This design comes from an exercise in tuning for small area and a short achievable clock period on the open sky130 flow, not from production work. Only the layout flow was run in this run; the RTL was not checked for function there. Power and IR drop assume default switching activity.

==> flow/design.v <==
module top_riscv_core
#(
  parameter ADDR_WIDTH = 8,
  parameter ADDR_NUM = 256
)
(
    input clk,
    input rst_n,
    input boot_up,
    output valid,
    output [ADDR_WIDTH-1:0] imem_addr,
    input  [32-1 :0] imem_rdata,
    output [ADDR_WIDTH-1:0] dmem_addr,
    output dmem_re,
    output dmem_we,
    output [3:0] dmem_wmask,
    output [32-1 :0] dmem_wdata,
    input  [32-1 :0] dmem_rdata,
    output rf_we,
    output [5-1 :0] rf_waddr,
    output [32-1 :0] rf_wdata
);
    localparam OP_R     = 7'b0110011;
    localparam OP_I     = 7'b0010011;
    localparam OP_L     = 7'b0000011;
    localparam OP_S     = 7'b0100011;
    localparam OP_B     = 7'b1100011;
    localparam OP_J     = 7'b1101111;
    localparam OP_JR    = 7'b1100111;
    localparam OP_LUI   = 7'b0110111;
    localparam OP_AUIPC = 7'b0010111;
    reg        loaded, running;
    reg [31:0] pc;
    reg [3:0]  cnt;
    reg        valid_r;
    reg [31:0] ir;
    reg        iv;
    reg [31:0] pcid;
    reg [31:0] op1_ex, op2_ex, x_ex;
    reg        big_ex;
    reg        a_add, a_sub, a_xor, a_or, a_and, a_sll, a_srl, a_sra, a_slt, a_sltu;
    reg        exR, exI, exL, exS, exB, exJ, exJR, exX, wen_ex;
    reg [4:0]  rd_ex, rs2_ex;
    reg        nb_ex, w_ex;
    reg [31:0] res_m, aux_m;
    reg        mR, mI, mL, mS, mJ, mJR, wen_m;
    reg [4:0]  rd_m;
    reg        nb_m, w_m;
    reg [31:0] res_rb;
    reg        rbL, rbR, rbI, rbJ, wen_rb;
    reg [4:0]  rd_rb;
    reg [31:0] gpr [1:31];
    always @(posedge clk) begin
        running <= rst_n & (running | (loaded & ~boot_up));
        loaded  <= rst_n & ~running & boot_up;
    end
    wire [3:0] cnt_n = (~rst_n) ? 4'd0 : (~boot_up && imem_rdata == 32'd0) ? cnt + 4'd1 : 4'd0;
    always @(posedge clk) begin
        cnt     <= cnt_n;
        valid_r <= (cnt_n == 4'd12);
    end
    assign valid = valid_r;
    assign imem_addr = pc[ADDR_WIDTH+1:2];
    wire [6:0] op = ir[6:0];
    wire [2:0] f3 = ir[14:12];
    wire [4:0] rs1 = ir[19:15];
    wire [4:0] rs2 = ir[24:20];
    wire [4:0] rd  = ir[11:7];
    wire rawR   = iv & (op == OP_R);
    wire rawI   = iv & (op == OP_I);
    wire rawL   = iv & (op == OP_L);
    wire rawS   = iv & (op == OP_S);
    wire rawB   = iv & (op == OP_B);
    wire rawJ   = iv & (op == OP_J);
    wire rawJR  = iv & (op == OP_JR);
    wire rawLUI = iv & (op == OP_LUI);
    wire rawAU  = iv & (op == OP_AUIPC);
    wire e1 = (rd_ex == rs1);
    wire e2 = (rd_ex == rs2);
    wire m1 = (rd_m == rs1);
    wire m2 = (rd_m == rs2);
    wire r1 = (rd_rb == rs1);
    wire r2 = (rd_rb == rs2);
    wire nz1 = |rs1;
    wire nz2 = |rs2;
    wire stall = exL ? (((rawR | rawB) & (e1 | e2)) | ((rawI | rawS) & e1)) :
                 (mL & rawB) ? (m1 | m2) :
                 (exB & ~rawJ);
    wire idB  = rawB & ~stall;
    wire idJ  = rawJ & ~stall;
    wire idJR = rawJR & ~stall;
    wire f1E = (exR | exI) & (rawR | rawL | rawI | rawS | rawB) & e1 & nz1;
    wire f1M = ((mJ & rawB) | ((mR | mI) & (rawB | rawS | rawR | rawI)) |
                (mL & (rawR | rawL | rawI | rawS | rawJR))) & m1 & nz1;
    wire f1R = (((rbL | rbR | rbI | rbJ) & (rawB | rawS)) | (rbI & rawI)) & r1 & nz1;
    wire f2E  = exR & (rawR | rawB) & e2 & nz2;
    wire f2Ra = rbJ & rawS & r2 & nz2;
    wire f2M0 = ((mJ & rawB) | (mR & (rawB | rawR)) | (mL & (rawR | rawS))) & m2 & nz2;
    wire f2Rb = rbL & rawB & r2 & nz2;
    wire f2M  = f2M0 & ~f2Ra;
    wire f2R  = f2Ra | (f2Rb & ~f2M0);
    wire [31:0] rdata1 = (rs1 == 5'd0) ? 32'd0 : gpr[rs1];
    wire [31:0] rdata2 = (rs2 == 5'd0) ? 32'd0 : gpr[rs2];
    wire [31:0] alu_out;
    wire [31:0] mem_data;
    wire [31:0] c1 = f1E ? alu_out : f1M ? res_m : f1R ? res_rb : rdata1;
    wire [31:0] c2 = f2E ? alu_out : f2M ? res_m : f2R ? res_rb : rdata2;
    wire [31:0] v1 = (f1M & ~f1E & mL) ? mem_data : c1;
    wire [31:0] v2 = (f2M & ~f2E & mL) ? mem_data : c2;
    wire eq = (c1 == c2);
    wire taken = (idB & ((f3 == 3'd0 & eq) | (f3 == 3'd1 & ~eq))) | idJ;
    wire [31:0] immI = {{20{ir[31]}}, ir[31:20]};
    wire [31:0] immS = {{20{ir[31]}}, ir[31:25], ir[11:7]};
    wire [31:0] immB = {{20{ir[31]}}, ir[7], ir[30:25], ir[11:8], 1'b0};
    wire [31:0] immJ = {{12{ir[31]}}, ir[19:12], ir[20], ir[30:21], 1'b0};
    wire [31:0] immU = {ir[31:12], 12'd0};
    wire [31:0] immT = ir[2] ? (ir[3] ? immJ : immU) : immB;
    wire [31:0] target = pcid + immT;
    wire [31:0] link = pcid + 32'd4;
    wire [3:0] ctrl = rawR ? {ir[30], f3} :
                      rawI ? {((f3 == 3'd1) | (f3 == 3'd5)) & ir[30], f3} :
                      rawJR ? {1'b0, f3} : 4'b0000;
    wire c_sub  = (ctrl == 4'b1000) | (ctrl == 4'b0010) | (ctrl == 4'b0011);
    wire [31:0] b_val = rawR ? v2 : (rawS ? immS : immI);
    always @(posedge clk) begin
        op1_ex <= v1;
        op2_ex <= c_sub ? ~b_val : b_val;
        big_ex <= |b_val[31:5];
        x_ex   <= rawS ? v2 : rawLUI ? immU : rawAU ? target : link;
        a_add  <= (ctrl == 4'b0000) | (ctrl == 4'b1000);
        a_sub  <= c_sub;
        a_xor  <= (ctrl == 4'b0100);
        a_or   <= (ctrl == 4'b0110);
        a_and  <= (ctrl == 4'b0111);
        a_sll  <= (ctrl == 4'b0001);
        a_srl  <= (ctrl == 4'b0101);
        a_sra  <= (ctrl == 4'b1101);
        a_slt  <= (ctrl == 4'b0010);
        a_sltu <= (ctrl == 4'b0011);
        exR    <= rawR & ~stall;
        exI    <= rawI & ~stall;
        exL    <= rawL & ~stall;
        exS    <= rawS & ~stall;
        exB    <= rawB & ~stall;
        exJ    <= rawJ & ~stall;
        exJR   <= rawJR & ~stall;
        exX    <= (rawJ | rawLUI | rawAU) & ~stall;
        wen_ex <= (rawR | rawI | rawL | rawJR | rawLUI | rawAU | rawJ) & ~stall;
        rd_ex  <= rd;
        rs2_ex <= rs2;
        nb_ex  <= (f3 != 3'd0);
        w_ex   <= (f3[2:1] != 2'd0);
    end
    wire [32:0] sum = {1'b0, op1_ex} + {1'b0, op2_ex} + {32'd0, a_sub};
    wire b31 = ~op2_ex[31];    
    wire lt_s = (op1_ex[31] ^ b31) ? op1_ex[31] : sum[31];
    wire lt_u = ~sum[32];
    wire [31:0] sh_l = op1_ex << op2_ex[4:0];
    wire [31:0] sh_r = $signed({a_sra & op1_ex[31], op1_ex}) >>> op2_ex[4:0];
    wire [31:0] sh_rb = big_ex ? {32{a_sra & op1_ex[31]}} : sh_r;
    assign alu_out = ({32{a_add}} & sum[31:0]) |
                     ({32{a_xor}} & (op1_ex ^ op2_ex)) |
                     ({32{a_or}}  & (op1_ex | op2_ex)) |
                     ({32{a_and}} & (op1_ex & op2_ex)) |
                     ({32{a_sll}} & sh_l) |
                     ({32{a_srl | a_sra}} & sh_rb) |
                     {31'd0, (a_slt & lt_s) | (a_sltu & lt_u)};
    wire sf = (mR | mI | mL) & exS & (rd_m == rs2_ex) & (rs2_ex != 5'd0);
    wire [31:0] mval = mL ? mem_data : res_m;
    always @(posedge clk) begin
        res_m <= exX ? x_ex : alu_out;
        aux_m <= sf ? mval : x_ex;
        mR    <= exR;
        mI    <= exI;
        mL    <= exL;
        mS    <= exS;
        mJ    <= exJ;
        mJR   <= exJR;
        wen_m <= wen_ex;
        rd_m  <= rd_ex;
        nb_m  <= nb_ex;
        w_m   <= w_ex;
    end
    wire byte_m = ~nb_m;
    wire half_m = nb_m & ~w_m;
    wire sx = byte_m ? dmem_rdata[7] : dmem_rdata[15];
    assign mem_data = {w_m ? dmem_rdata[31:16] : {16{sx}},
                       byte_m ? {8{dmem_rdata[7]}} : dmem_rdata[15:8],
                       dmem_rdata[7:0]};
    assign dmem_addr  = res_m[ADDR_WIDTH+1:2];
    assign dmem_re    = mL;
    assign dmem_we    = mS;
    assign dmem_wmask = {w_m, w_m, nb_m, 1'b1};
    assign dmem_wdata = aux_m;
    always @(posedge clk) begin
        res_rb <= mL ? mem_data : mJR ? aux_m : res_m;
        rbL    <= mL;
        rbR    <= mR;
        rbI    <= mI;
        rbJ    <= mJ;
        wen_rb <= wen_m;
        rd_rb  <= rd_m;
    end
    assign rf_we    = wen_rb;
    assign rf_waddr = rd_rb;
    assign rf_wdata = res_rb;
    wire [31:0] wd = rst_n ? res_rb : 32'd0;
    integer i;
    always @(posedge clk) begin
        for (i = 1; i < 32; i = i + 1)
            if (~rst_n | (wen_rb & (rd_rb == i))) gpr[i] <= wd;
    end
    wire flush = taken | idJR | exJR | mJR;
    wire [31:0] pc_n = taken ? target : mJR ? res_m : stall ? pc : pc + 32'd4;
    always @(posedge clk) begin
        pc   <= (rst_n & running) ? pc_n : 32'd0;
        ir   <= stall ? ir : imem_rdata;
        iv   <= rst_n & running & ~flush & (~stall | iv);
        pcid <= pc;
    end
endmodule
==> flow/run.sh <==
#!/bin/bash
# synth_recipe.tcl (not shown) runs the flow's synth.tcl, then flattens the netlist and writes it again
# the make line also repeats each setting of config.mk as NAME=value (left out here)
make -C /OpenROAD-flow-scripts/flow DESIGN_CONFIG=/design/flow/config.mk WORK_HOME=/design/flow/orfs CLKGATE_MAP_FILE= SYNTH_SCRIPT=/design/flow/synth_recipe.tcl finish
==> flow/config.mk <==
export PLATFORM = sky130hd
export DESIGN_NAME = top_riscv_core
export DESIGN_NICKNAME = top_riscv_core
export VERILOG_FILES = /design/flow/design.v
export SDC_FILE = /design/flow/constraint.sdc
export NUM_CORES = 8
export LEC_CHECK = 0
export CAP_MARGIN = 20
export CORE_MARGIN = 2
export CORE_UTILIZATION = 30
export SLEW_MARGIN = 20
==> flow/constraint.sdc <==
create_clock -name core_clock -period 11.0 [get_ports {clk}]
set_input_delay 2.2000 -clock core_clock [delete_from_list [all_inputs] [get_ports {clk}]]
set_output_delay 2.2000 -clock core_clock [all_outputs]
set_load 0.01 [all_outputs]
==> flow_metrics.py <==
metrics = {
    "outcome": {
        "outcome": "finished clean",
    },
    "clock_tree": {
        "htreeDepth": 4,
        "cts-root-buf": "clkbuf_16",
        "cts-resized-gates": 0,
        "insertion_delay_ps": 850,
        "clk_pin_slew_ps": 60,
        "cts_sinks": 1344,
        "cts_buffers": 148,
        "cts_tree": "built",
        "cts_setup_buffers": 0,
        "cts_buffer_depth": 3,
        "cts_hold_buffers": 0,
    },
    "power": {
        "power_frac_comb": 0.202,
        "ir_drop_uv": 121,
        "pwr-share-clk": 0.324,
        "power_uw": 15700,
        "seq_power_share": 0.475,
        "sw_frac_of_total": 0.339,
        "p_int_uw": 10400,
        "power_density_nw_per_um2": 194,
        "switchingPower_uw": 5320,
        "p_leak_uw": 0.0301,
    },
    "logic_synthesis": {
        "synth_cells": 6564,
        "syn-cell-area_um2": 70400,
        "netlist-cell-type-count": 104,
        "yosysTopAreaCellShare": 0.437,
        "synth_nets": 6733,
        "synth_edf_count": 1024,
        "synth_area_leaders": "edfxtp_1, dfxtp_1, a22oi_1",
        "avgSynthCellArea_um2": 10.7,
        "async_flop_share": 0,
        "yosys_warnings": 34,
        "synthFlopType": "edfxtp_1",
        "netlist.top_cell.by_area": "edfxtp_1",
        "synth-seq-cells": 1344,
        "synth_seq_area_share": 0.528,
    },
    "grt": {
        "antenna_found_initial": 37,
        "grt_use_total": 0.314,
        "grt_pass1_wl_um": 522000,
        "grt_pass1_vias": 61400,
        "grt-ovfl-total": 0,
        "grt_max_degree": 77,
    },
    "floorplan": {
        "pin_count": 160,
        "rows": 177,
        "core_area_um2": 233000,
        "die_area_um2": 238000,
        "dieHeight_um": 488,
        "chipWidth_um": 488,
        "initial_core_util": 0.302,
    },
    "sta": {
        "rsz0062_at_grt": "no",
        "maxSlewHeadroom": 0.120,
        "fmax_mhz": 118,
        "period_needed_ps": 8470,
        "tightest_slew_ps": 1320,
        "hold-worst-slack_ps": 327,
        "setup-violations-final": 0,
        "slew_viol_final": 0,
        "setup_tns_ps": 0,
        "hold_violations": 0,
        "fin_skew_ps": 64.3,
        "finalCritPeriodShare": 0.770,
    },
    "finish": {
        "drive_gt1_frac": 0.115,
        "mostFrequentLayoutCells": "edfxtp_1, a22oi_1, nand2_1, and3_1, a21oi_1",
        "fin_nets": 6750,
        "fillers": 23200,
        "syn_to_final_growth_pct": 15.4,
        "final_common_cell": "edfxtp_1",
        "final_util": 0.349,
    },
    "hold_path": {
        "hold_path_class": "flop to flop",
    },
    "setup_path": {
        "cp-end-kind": "flop",
        "cp.required_ps": 11700,
        "path_class": "flop to flop",
        "start_kind": "flop",
        "cp_max_fo": 52,
        "worstPathArrival_ps": 9170,
    },
    "route": {
        "viasPerCell": 6.73,
        "post_drt_wl_per_cell_um": 39.5,
        "drc": 0,
        "drt_iter0_drc": 12900,
        "dr.pass1.iters": 10,
        "drtAntennaViolNets": 0,
        "vias": 66400,
        "wl_um": 390000,
    },
    "place": {
        "dpl.hpwl_um": 247000,
        "gp_congestion": 1.01,
        "io_buffers": 158,
    },
    "flow_run": {
        "cap_viol_max_count": 0,
    },
}
## synth_stat cells, types with 78 or more instances
cell type  count
a2111oi_0    120
a211oi_1      78
a21oi_1      323
a22oi_1      547
and3_1       421
buf_2        114
clkbuf_1     323
dfxtp_1      320
edfxtp_1    1024
ha_1          98
inv_1        138
mux2i_1      171
nand2_1      469
nand3_1      202
nand4_1      161
nor2_1       372
nor3_1       105
o21ai_0      303
xnor2_1      131
## flip-flops by register name (all words and copies together) (netlist names), 4 cells and up
signal / flops
res_m: 32
op1_ex: 32
pcid: 32
rs2_ex: 5
ir: 32
res_rb: 32
x_ex: 32
op2_ex: 32
pc: 32
aux_m: 32
rd_m: 5
rd_ex: 5
cnt: 4
rd_rb: 5
gpr: 992
## worst max-delay path: stages (launching register included)
cell and delay, ps:
dfxtp_4 340, buf_4 550, ha_1 420, o211ai_1 140, o211a_1 310, nor4_1 450
o21ai_0 330, o31a_1 410, o21ai_0 240, o41ai_1 140, o21bai_1 150, a21oi_1 110
fa_1 500, o22ai_1 70, nor3_1 260, o311ai_1 320, mux2_2 380, xnor2_1 150
a2111oi_2 250, nand4bb_1 210, nor4_1 690, nand4b_1 210, nor3_2 230, mux2i_2 210
nor2_8 610, mux2_2 420, a211oi_1 210
## metrics by stage
stage               std cells  cell area (um2)  setup WS (ps)
finish                   9862            81200           2530
global route             9833            81100           2120
CTS                      9828            81100           2510
detailed placement       9562            76200           2570
global placement         9562            76200           2460
floorplan                6564            70400           4470
## path summary, 6_finish.rpt
path / startpoint / end / slack (ps) / cells after the start
setup / recovery: op2_ex[2] / pc[9] / 2530 / 26
hold / removal: wen_m / wen_rb / 330 / 0
setup reg to reg: op2_ex[2] / pc[9] / 2530 / 26
hold reg to reg: wen_m / wen_rb / 330 / 0
## cell type report
cell class | count | area, um2 | area share
diodes | 33 | 82.6 | 0.00102
clock buffers | 201 | 4130 | 0.0508
clock inverters | 65 | 706 | 0.00869
inverters | 144 | 541 | 0.00666
multi-input cells | 4550 | 31300 | 0.386
flip-flops and latches | 1344 | 37200 | 0.458
well taps | 3132 | 3920 | 0.0483
repair buffers | 393 | 3340 | 0.0412
## power groups by stage
stage                     clock [uW]  sequential (uW)  combinational [uW]
final                           5090             7470                3170
after global placement             0             7510                2960
after CTS                       5070             7420                2970
after floorplan                    0             7070                1570
after global routing            5260             7510                3220
after detailed placement           0             7510                2960
## per-layer routing
metal,up-vias,share of wire,global-route usage
li1,25600,-,-
met1,32100,0.34,0.377
met2,6842,0.40,0.445
met3,1894,0.16,0.134
met4,31,0.097,0.236
met5,-,0.00086,0
## kinds of logic after synthesis
logic type | Yosys count | share of synthesized area
other | 1 | 0.0000533
adder cells (fa/ha/maj) | 102 | 0.0186
AND/OR/NAND/NOR | 2101 | 0.155
buffers and inverters | 670 | 0.0409
multiplexers | 286 | 0.0492
flip-flops | 1344 | 0.528
AO/OA/AOI/OAI | 1869 | 0.184
XOR/XNOR | 191 | 0.0238

==> static timing again, ports no longer ideal <==
Ports are ideal in the flow. The routed layout listed here was re-timed in OpenROAD. Step 1: set_driving_cell puts a clkbuf_16 on clk and a buf_2 on each other input, an assumption about the parent block. Step 2, shift: input delay + t, output delay - t, t = (earliest + latest rising clock arrival at the registers) / 2. This alone moves slack from input paths to output paths. Slacks: ideal ports / drivers / drivers and shift; pairs: ideal ports / drivers.
t, ns: 0.902
slack for setup (ns): 2.529 / 2.529 / 2.529
worst setup path after step 2: register to register
pins driven straight from the clock port: 1
After both steps this run still meets setup and hold. The setup slack of this run moves by 0.000 ns with the drivers and by 0.000 ns with both steps.
